Source: an optimization exercise on an open RTL-to-GDS flow (aim: small area). Production flows keep margins and buffers that such runs may drop.
In this exercise RTL edits were held to simulation tests only and were not proved equivalent to the original.
Power is estimated from default activity; no workload was simulated.

==> job 3109 <==
==> flow/design.v <==
`timescale 1ns / 1ps
module bop_it(
	input clk,
	input rst,
	input [7:0] sw,
	input [4:0] btns,
	output [7:0] leds,
	output [6:0] ssd_digit,
	output [3:0] ssd_select
	);
localparam S_INIT = 3'd0, S_IDLE = 3'd1, S_LVL = 3'd2, S_LOSE = 3'd3,
           S_RNG = 3'd4, S_CHK = 3'd5, S_DLVL = 3'd6, S_WIN = 3'd7;
localparam D_BLANK = 3'd0, D_LET = 3'd1, D_LUL = 3'd2, D_DASH = 3'd4, D_SCORE = 3'd5;
reg [5:0] e;
reg [2:0] state;
reg [7:0] cnt;
reg [2:0] dm;
reg [12:0] move;
reg [7:0] sw_prev;
reg [4:0] btn_press;
reg corr;
reg [2:0] pa;      
reg [3:0] pb;      
reg [31:0] R;
reg [32:0] ring;
wire tick = &e;
wire [1:0] idx = {e[5] ^ e[4], ~e[4]};
wire st_rng = (state == S_RNG);
wire st_chk = (state == S_CHK);
wire [6:0] ce;
assign ce[0] = 1'b1;
genvar gi;
generate for (gi = 1; gi < 7; gi = gi + 1) begin : g_ce
	assign ce[gi] = ce[gi-1] & e[gi-1];
end endgenerate
wire [5:0] e_inc = e ^ ce[5:0];
wire [8:0] cc;
assign cc[0] = tick;
generate for (gi = 1; gi < 9; gi = gi + 1) begin : g_cc
	assign cc[gi] = cc[gi-1] & cnt[gi-1];
end endgenerate
wire [7:0] cnt_inc = cnt ^ cc[7:0];
reg [2:0] lvr;
always @(*) begin
	case (pa)
	3'd0: lvr = {2'b00, pb[3]};
	3'd1: lvr = (pb[3] | (pb[2] & pb[1])) ? 3'd2 : 3'd1;
	3'd2: lvr = (pb[3] | pb[2]) ? 3'd3 : 3'd2;
	3'd3: lvr = (pb[3] | pb[2] | pb[1]) ? 3'd4 : 3'd3;
	3'd4: lvr = pb[3] ? 3'd6 : 3'd5;
	3'd5: lvr = (pb[3] | (pb[2] & pb[1])) ? 3'd7 : 3'd6;
	default: lvr = 3'd7;
	endcase
end
wire l7 = pb[0] & (pa[0] ^ pb[1]) & (pa[1] ^ pb[2] ^ (pa[0] & pb[1]));
wire is64 = pa[2] & pa[1] & pb[2];
wire newgame = st_rng & dm[2];
wire ng = ~newgame;
wire m9 = ng & (lvr == 3'd2 || lvr == 3'd3 || lvr == 3'd4);
wire m13 = ng & (lvr[2] & (lvr[1] | lvr[0]));
wire n2 = ng & (lvr != 3'd0);
wire n3 = ng & (lvr[2] | (lvr[1] & lvr[0]));
wire n4 = ng & (lvr[2] & lvr[1]);
wire g3 = lvr[2] & ~lvr[1];
wire g2 = lvr[2] & lvr[1];
wire [7:0] bar = {&lvr, lvr[2] & lvr[1], lvr[2] & (lvr[1] | lvr[0]), lvr[2],
                  lvr[2] | (lvr[1] & lvr[0]), lvr[2] | lvr[1], |lvr, 1'b1};
wire en = st_rng & ~cnt[5] & (dm != D_LUL);
wire fb = R[31] ^ R[21] ^ R[1] ^ R[0];
wire [16:0] cr;
assign cr[0] = 1'b1;
generate for (gi = 1; gi < 17; gi = gi + 1) begin : g_cr
	assign cr[gi] = cr[gi-1] & R[gi-1];
end endgenerate
wire [15:0] r_inc = (R[15:0] ^ cr[15:0]) | {15'd0, cr[16]};
wire seeding = ~state[2] & ~state[1] & (~state[0] | (dm == D_DASH));
wire sample = en ? R[1] : R[0];
wire [3:0] acc = btn_press[3:0];
wire [4:0] h2 = {acc, ring[32]};
wire [4:0] hm = {1'b0, m9 | m13, ~m9, 1'b0, 1'b1};    
wire [5:0] hd = {1'b0, h2} - {1'b0, hm};
wire [3:0] hn = hd[5] ? h2[3:0] : hd[3:0];
wire c32 = cnt[5] & ~cnt[2] & ~cnt[1] & ~cnt[0];
wire c33 = cnt[5] & ~cnt[1] & cnt[0];
wire hwin = st_rng & ((c32 & e[5]) | (c33 & ~e[5])) & ~e[0];
wire cap = st_rng & ((c32 & (e == 6'd63) & n4) |
                     (c33 & ((e == 6'd31) | (e == 6'd23 & n2) | (e == 6'd15 & n3))));
wire fin = g2 ? &cnt[4:0] : g3 ? (cnt[5] & cnt[3] & cnt[2] & cnt[1]) : &cnt[5:1];
wire half = g2 ? (~cnt[4] & (&cnt[3:0])) :
            g3 ? (~cnt[5] & cnt[4] & ~cnt[3] & (&cnt[2:0])) : (~cnt[5] & (&cnt[4:0]));
wire bwin = ~fin | (g2 ? ~(e[5] | e[4]) : g3 ? ~(e[5] & e[4] & e[3]) : ~e[5]);
wire c0 = ~|cnt;
wire c200 = cnt[7] & cnt[6] & cnt[3];
wire ctog = (cnt == 8'd30) | (cnt == 8'd60) | (cnt == 8'd90) |
            (cnt == 8'd120) | (cnt == 8'd150) | (cnt == 8'd180);
always @(posedge clk) begin
	e <= rst ? 6'd63 : e_inc;
	if (rst)
		R[15:0] <= 16'd1;
	else
		R[15:0] <= seeding ? r_inc : {R[14:0], en ? fb : R[31]};
	R[31:16] <= {R[30:16], R[15] & ~seeding};
	ring <= {ring[31:0], (tick & st_rng & ~cnt[5]) ? sample : ring[32]};
	if (cap) move <= move | (13'd1 << acc);
	if (hwin) btn_press[3:0] <= hn;
	else if (tick & st_rng & ~c32) btn_press <= 5'd0;
	else if (st_chk & bwin)
		btn_press <= btn_press | btns;
	corr <= (sw == sw_prev) && (btn_press == move[4:0]);
	if (tick & ~st_chk)
		sw_prev <= sw ^ {move[12] & st_rng, move[11:5]};
	cnt <= (tick & (~state[2] | (st_rng & cnt[5] & cnt[2]) | (st_chk & fin) |
	                 (state == S_DLVL & c200))) ? 8'd0 : cnt_inc;
	if (rst) begin
		state <= S_INIT;
		dm <= D_BLANK;
	end else if (tick) begin
		case (state)
		S_INIT: begin
			state <= S_IDLE;
			dm <= D_DASH;
			move[12:5] <= 8'd0;
		end
		S_IDLE: begin
			if (sw[7] != sw_prev[7])
				state <= S_RNG;
			move[12:5] <= 8'd0;
		end
		S_RNG: begin
			if (&cnt[4:0])
				move <= 13'd0;
			if (c33) begin
				dm <= D_BLANK;
				if (newgame) begin
					pa <= 3'd0;
					pb <= 4'd0;
				end
			end
			if (cnt[5] & cnt[1] & cnt[0])
				dm <= D_LET;
			if (cnt[5] & cnt[2]) begin
				state <= S_CHK;
			end
		end
		S_CHK: begin
			if (fin) begin
				if (corr) begin
					if (pb[3] & pb[0]) begin
						pb <= 4'd0;
						pa <= {pa[2] ^ (pa[1] & pa[0]), pa[1] ^ pa[0], ~pa[0]};
					end else
						pb <= {pb[3] ^ (pb[2] & pb[1] & pb[0]), pb[2] ^ (pb[1] & pb[0]), pb[1] ^ pb[0], ~pb[0]};
					state <= l7 ? S_LVL : S_RNG;
				end else
					state <= S_LOSE;
			end else begin
				if (half) begin
					dm <= D_BLANK;
					move[12:5] <= 8'd0;
				end
			end
		end
		S_LVL: begin
			if (is64) begin
				state <= S_WIN;
				move[12:5] <= 8'hFF;
			end else
				state <= S_DLVL;
		end
		S_DLVL: begin
			if (c0)
				dm <= D_LUL;
			if (c200)
				state <= S_RNG;
		end
		S_LOSE: begin
			dm <= D_SCORE;
			state <= S_IDLE;
		end
		S_WIN: begin
			dm <= D_SCORE;
			if (ctog)
				move[12:5] <= ~move[12:5];
			else if (c200)
				state <= S_IDLE;
		end
		endcase
	end
end
wire ovr = (state == S_DLVL) | (state == S_INIT) | (st_rng & (~cnt[5] | ~(cnt[2] | cnt[1])));
assign leds = ovr ? ((dm == D_LUL) ? bar : 8'd0) : move[12:5];
function [6:0] dseg(input [3:0] d);
	reg A, B, C, D;
	begin
		{A, B, C, D} = d;
		dseg[0] = A | C | (B & D) | (~B & ~D);
		dseg[1] = ~B | (~C & ~D) | (C & D);
		dseg[2] = B | ~C | D;
		dseg[3] = A | (~B & ~D) | (~B & C) | (C & ~D) | (B & ~C & D);
		dseg[4] = (~B & ~D) | (C & ~D);
		dseg[5] = A | (~C & ~D) | (B & ~C) | (B & ~D);
		dseg[6] = A | (~B & C) | (B & ~C) | (C & ~D);
	end
endfunction
localparam [6:0] G_R = 7'b1010000, G_D = 7'b1011110, G_L = 7'b0111000,
                 G_U = 7'b0011100, G_C = 7'b1011000, G_DASH = 7'b1000000;
wire [1:0] lk = ~idx;
wire [1:0] lc2 = {move[0] & move[1], move[0] ^ move[1]};
wire [1:0] lc3 = {lc2[1] | (lc2[0] & move[2]), lc2[0] ^ move[2]};
wire [1:0] lc4 = {lc3[1] ^ (lc3[0] & move[3]), lc3[0] ^ move[3]};
wire sC = move[0] & (lk == 2'd0);
wire sU = move[1] & (lk == {1'b0, move[0]});
wire sL = move[2] & (lk == lc2);
wire sD = move[3] & (lk == lc3);
wire sR = move[4] & (lk == lc4);
wire [6:0] let_seg = {sC | sD | sR, sL, sC | sU | sL | sD | sR, sC | sU | sL | sD, sU | sD, sD, 1'b0};
wire lul = (dm == D_LUL);
reg [3:0] lvp;
always @(*) begin
	case (pa)
	3'd0: lvp = pb[3] ? 4'd2 : 4'd1;
	3'd1: lvp = (pb[3] | (pb[2] & pb[1])) ? 4'd3 : 4'd2;
	3'd2: lvp = (pb[3] | pb[2]) ? 4'd4 : 4'd3;
	3'd3: lvp = (pb[3] | pb[2] | pb[1]) ? 4'd5 : 4'd4;
	3'd4: lvp = pb[3] ? 4'd7 : 4'd6;
	3'd5: lvp = (pb[3] | (pb[2] & pb[1])) ? 4'd8 : 4'd7;
	default: lvp = 4'd8;
	endcase
end
wire [3:0] dval = lul ? lvp : idx[0] ? {1'b0, pa} : pb;
wire [6:0] dsg = dseg(dval);
reg [6:0] seg;
always @(*) begin
	case (dm)
	D_LET: seg = let_seg;
	D_LUL: seg = (idx == 2'd0) ? dsg : (idx == 2'd2) ? G_U : G_L;
	D_DASH: seg = G_DASH;
	D_SCORE: seg = idx[1] ? 7'd0 : dsg;
	default: seg = 7'd0;
	endcase
end
assign ssd_digit = ~seg;
assign ssd_select = ~(4'b0001 << idx);
endmodule
==> flow/flow/run.sh <==
#!/bin/bash
# The standard ORFS layout (standard.sh), with four changes that only affect area:
#  * no ADDER_MAP_FILE, so Yosys does not turn XOR/AND pairs into half-adder
#    cells ahead of ABC and ABC maps all the combinational logic;
#  * ABC restructures the combinational logic with &deepsyn and maps it for
#    area only (no buffering or upsizing; the clock period is 80 ns), from a
#    copy of ORFS's scripts folder;
#  * port buffers are sky130_fd_sc_hd__buf_1;
#  * CTS uses clkbuf_4 buffers and no dummy loads.
# Registers are untouched: synthesis is synth_recipe.tcl / ORFS synth.tcl up to
# the same dfflibmap; only the adder step and the ABC script differ.
set -euo pipefail
cp -r "$FLOW_HOME/scripts" ./scripts_area
printf 'strash\n&get -n\n&st\n&deepsyn -T 30\n&put\ndch -f\namap\ntopo\nstime -c\n' > ./scripts_area/abc_area.script
export BUFFER_PORTS_ARGS="-buffer_cell sky130_fd_sc_hd__buf_1"
export CTS_ARGS="-sink_clustering_enable -repair_clock_nets -buf_list sky130_fd_sc_hd__clkbuf_4 -root_buf sky130_fd_sc_hd__clkbuf_4 -dont_use_dummy_load"
bash standard.sh SCRIPTS_DIR="$PWD/scripts_area" ADDER_MAP_FILE= finish > standard.log 2>&1
==> flow/standard.sh <==
#!/bin/bash
# synth_recipe.tcl (not shown) runs the flow's synth.tcl, then flattens the netlist and writes it again
# the make line also repeats each setting of config.mk as NAME=value (left out here)
make -C /OpenROAD-flow-scripts/flow DESIGN_CONFIG=/design/flow/config.mk WORK_HOME=/design/flow/orfs CLKGATE_MAP_FILE= SYNTH_SCRIPT=/design/flow/synth_recipe.tcl "${@:-finish}"
==> flow/config.mk <==
export PLATFORM = sky130hd
export DESIGN_NAME = bop_it
export DESIGN_NICKNAME = bop_it
export VERILOG_FILES = /design/flow/design.v
export SDC_FILE = /design/flow/constraint.sdc
export NUM_CORES = 4
export LEC_CHECK = 0
export ABC_AREA = 1
export CAP_MARGIN = 20
export CORE_MARGIN = 2
export CORE_UTILIZATION = 40
export SLEW_MARGIN = 20
==> flow/constraint.sdc <==
create_clock -name core_clock -period 80.0 [get_ports {clk}]
set_input_delay 16.0000 -clock core_clock [delete_from_list [all_inputs] [get_ports {clk}]]
set_output_delay 16.0000 -clock core_clock [all_outputs]
set_load 0.01 [all_outputs]
==> job 1472 (differences from job 3109) <==
--- a/flow/design.v
+++ b/flow/design.v
@@ -22,6 +22,7 @@
 reg [2:0] pa;      
 reg [3:0] pb;      
 reg [31:0] R;
+reg flag;
 reg [32:0] ring;
 wire tick = &e;
 wire [1:0] idx = {e[5] ^ e[4], ~e[4]};
@@ -68,18 +69,25 @@
 wire en = st_rng & ~cnt[5] & (dm != D_LUL);
 wire fb = R[31] ^ R[21] ^ R[1] ^ R[0];
 wire [16:0] cr;
-assign cr[0] = 1'b1;
+assign cr[0] = ~en;
 generate for (gi = 1; gi < 17; gi = gi + 1) begin : g_cr
 	assign cr[gi] = cr[gi-1] & R[gi-1];
 end endgenerate
 wire [15:0] r_inc = (R[15:0] ^ cr[15:0]) | {15'd0, cr[16]};
-wire seeding = ~state[2] & ~state[1] & (~state[0] | (dm == D_DASH));
-wire sample = en ? R[1] : R[0];
+wire sample = en ? R[0] : R[31];
 wire [3:0] acc = btn_press[3:0];
-wire [4:0] h2 = {acc, ring[32]};
-wire [4:0] hm = {1'b0, m9 | m13, ~m9, 1'b0, 1'b1};    
-wire [5:0] hd = {1'b0, h2} - {1'b0, hm};
-wire [3:0] hn = hd[5] ? h2[3:0] : hd[3:0];
+wire hb = ring[32];
+wire [3:0] hs;
+assign hs[0] = acc[0] ^ hb;
+assign hs[1] = acc[1] ^ (acc[0] & hb);
+assign hs[2] = acc[2] ^ (acc[1] & acc[0] & hb);
+assign hs[3] = acc[3] | (acc[2] & acc[1] & acc[0] & hb);
+wire ge3 = hs[3] | hs[2] | (hs[1] & hs[0]);
+wire ge5 = hs[3] | (hs[2] & (hs[1] | hs[0]));
+wire ge7 = hs[3] | (hs[2] & hs[1] & hs[0]);
+wire hwrap = m13 ? ge7 : m9 ? ge5 : ge3;
+wire [2:0] hd = m13 ? hs[2:0] + 3'd1 : m9 ? hs[2:0] - 3'd5 : hs[2:0] - 3'd3;
+wire [3:0] hn = {hwrap ? hd : acc[2:0], hb ^ hwrap};
 wire c32 = cnt[5] & ~cnt[2] & ~cnt[1] & ~cnt[0];
 wire c33 = cnt[5] & ~cnt[1] & cnt[0];
 wire hwin = st_rng & ((c32 & e[5]) | (c33 & ~e[5])) & ~e[0];
@@ -95,11 +103,14 @@
             (cnt == 8'd120) | (cnt == 8'd150) | (cnt == 8'd180);
 always @(posedge clk) begin
 	e <= rst ? 6'd63 : e_inc;
-	if (rst)
+	if (rst) begin
 		R[15:0] <= 16'd1;
-	else
-		R[15:0] <= seeding ? r_inc : {R[14:0], en ? fb : R[31]};
-	R[31:16] <= {R[30:16], R[15] & ~seeding};
+		flag <= 1'b0;
+	end else begin
+		R[15:0] <= flag ? {R[14:0], en ? fb : R[31]} : r_inc;
+		if (!flag) flag <= en;
+	end
+	R[31:16] <= {R[30:16], R[15] & flag};
 	ring <= {ring[31:0], (tick & st_rng & ~cnt[5]) ? sample : ring[32]};
 	if (cap) move <= move | (13'd1 << acc);
 	if (hwin) btn_press[3:0] <= hn;
@@ -215,19 +226,7 @@
 wire sR = move[4] & (lk == lc4);
 wire [6:0] let_seg = {sC | sD | sR, sL, sC | sU | sL | sD | sR, sC | sU | sL | sD, sU | sD, sD, 1'b0};
 wire lul = (dm == D_LUL);
-reg [3:0] lvp;
-always @(*) begin
-	case (pa)
-	3'd0: lvp = pb[3] ? 4'd2 : 4'd1;
-	3'd1: lvp = (pb[3] | (pb[2] & pb[1])) ? 4'd3 : 4'd2;
-	3'd2: lvp = (pb[3] | pb[2]) ? 4'd4 : 4'd3;
-	3'd3: lvp = (pb[3] | pb[2] | pb[1]) ? 4'd5 : 4'd4;
-	3'd4: lvp = pb[3] ? 4'd7 : 4'd6;
-	3'd5: lvp = (pb[3] | (pb[2] & pb[1])) ? 4'd8 : 4'd7;
-	default: lvp = 4'd8;
-	endcase
-end
-wire [3:0] dval = lul ? lvp : idx[0] ? {1'b0, pa} : pb;
+wire [3:0] dval = lul ? {1'b0, lvr} + 4'd1 : idx[0] ? {1'b0, pa} : pb;
 wire [6:0] dsg = dseg(dval);
 reg [6:0] seg;
 always @(*) begin
==> flow/flow/run.sh (replaced) <==
#!/bin/bash
# The standard ORFS layout (standard.sh), with three changes that only affect area:
#  * ABC restructures the combinational logic with &deepsyn and maps it for
#    area only (no buffering or upsizing; the clock period is 80 ns), from a
#    copy of ORFS's scripts folder;
#  * port buffers are sky130_fd_sc_hd__buf_1;
#  * CTS uses clkbuf_4 buffers and no dummy loads.
# Registers are untouched: synthesis is synth_recipe.tcl / ORFS synth.tcl up to
# the same dfflibmap, only the ABC script differs.
set -euo pipefail
cp -r "$FLOW_HOME/scripts" ./scripts_area
printf 'strash\n&get -n\n&st\n&deepsyn -T 30\n&put\ndch -f\namap\ntopo\nstime -c\n' > ./scripts_area/abc_area.script
export BUFFER_PORTS_ARGS="-buffer_cell sky130_fd_sc_hd__buf_1"
export CTS_ARGS="-sink_clustering_enable -repair_clock_nets -buf_list sky130_fd_sc_hd__clkbuf_4 -root_buf sky130_fd_sc_hd__clkbuf_4 -dont_use_dummy_load"
bash standard.sh SCRIPTS_DIR="$PWD/scripts_area" finish > standard.log 2>&1
==> comparison table <==
| quantity | job 1472 | job 3109 |
|---|---|---|
| Cells on worst reg2reg path | 24 | 16 |
| Post-synthesis net count | 657 | 640 |
| GRT met2 Usage | 29.7% | 31.9% |
| Setup slack of the most critical reg-to-reg path | 74.97 ns | 76.04 ns |
| Global-route wire length before repair | 21200 µm | 21100 µm |
| Avg Inst Size Synth | 9.31 µm² | 8.04 µm² |
| Most repeated cell in the gate-level netlist after synthesis | dfxtp_1 | nor2_1 |
| Tightest hold margin | 0.324 ns | 0.311 ns |
| Run status | finished clean | finished clean |
| Post-Synth Simple-Gate Area | 15.6% | 21.2% |
| Portion of total power attributed to combinational logic | 25.5% | 16.5% |
| Sequential Area | 0.00260 mm² | 0.00258 mm² |
| Number of violations reported at the end of detailed-routing iteration 0 | 274 | 338 |
| Biggest cell delay along the critical path | 0.81 ns | 0.56 ns |
| Die Span X | 121 µm | 116 µm |
| Post-placement worst setup slack | 59.59 ns | 61.03 ns |
| Share of the yosys chip area belonging to registers | 47.3% | 51.4% |
| Final RePlAce weighted congestion | 0.904 | 0.938 |

[afterwards: timing with drivers on the ports]
Ports are ideal in the flow. The routed layouts listed here were re-timed in OpenROAD. Step 1: set_driving_cell puts a clkbuf_16 on clk and a buf_2 on each other input, an assumption about the parent block. Step 2 also shifts input and output timing later by t, the mid clock arrival at the registers, as if the neighbouring blocks saw the same clock. Slacks: no drivers / after step 1 / after step 2; pairs: no drivers / after step 1.
| run | t, ns | slack for setup (ns) | latest minus earliest clock arrival (ns) | cell pins on the clock port's net |
|---|---|---|---|---|
| job 3109 | 0.538 | 60.316 / 60.283 / 60.821 | 0.030 / 0.030 | 1 |
| job 1472 | 0.532 | 59.258 / 59.226 / 59.757 | 0.037 / 0.037 | 1 |
After both steps setup and hold are still met in every run listed.
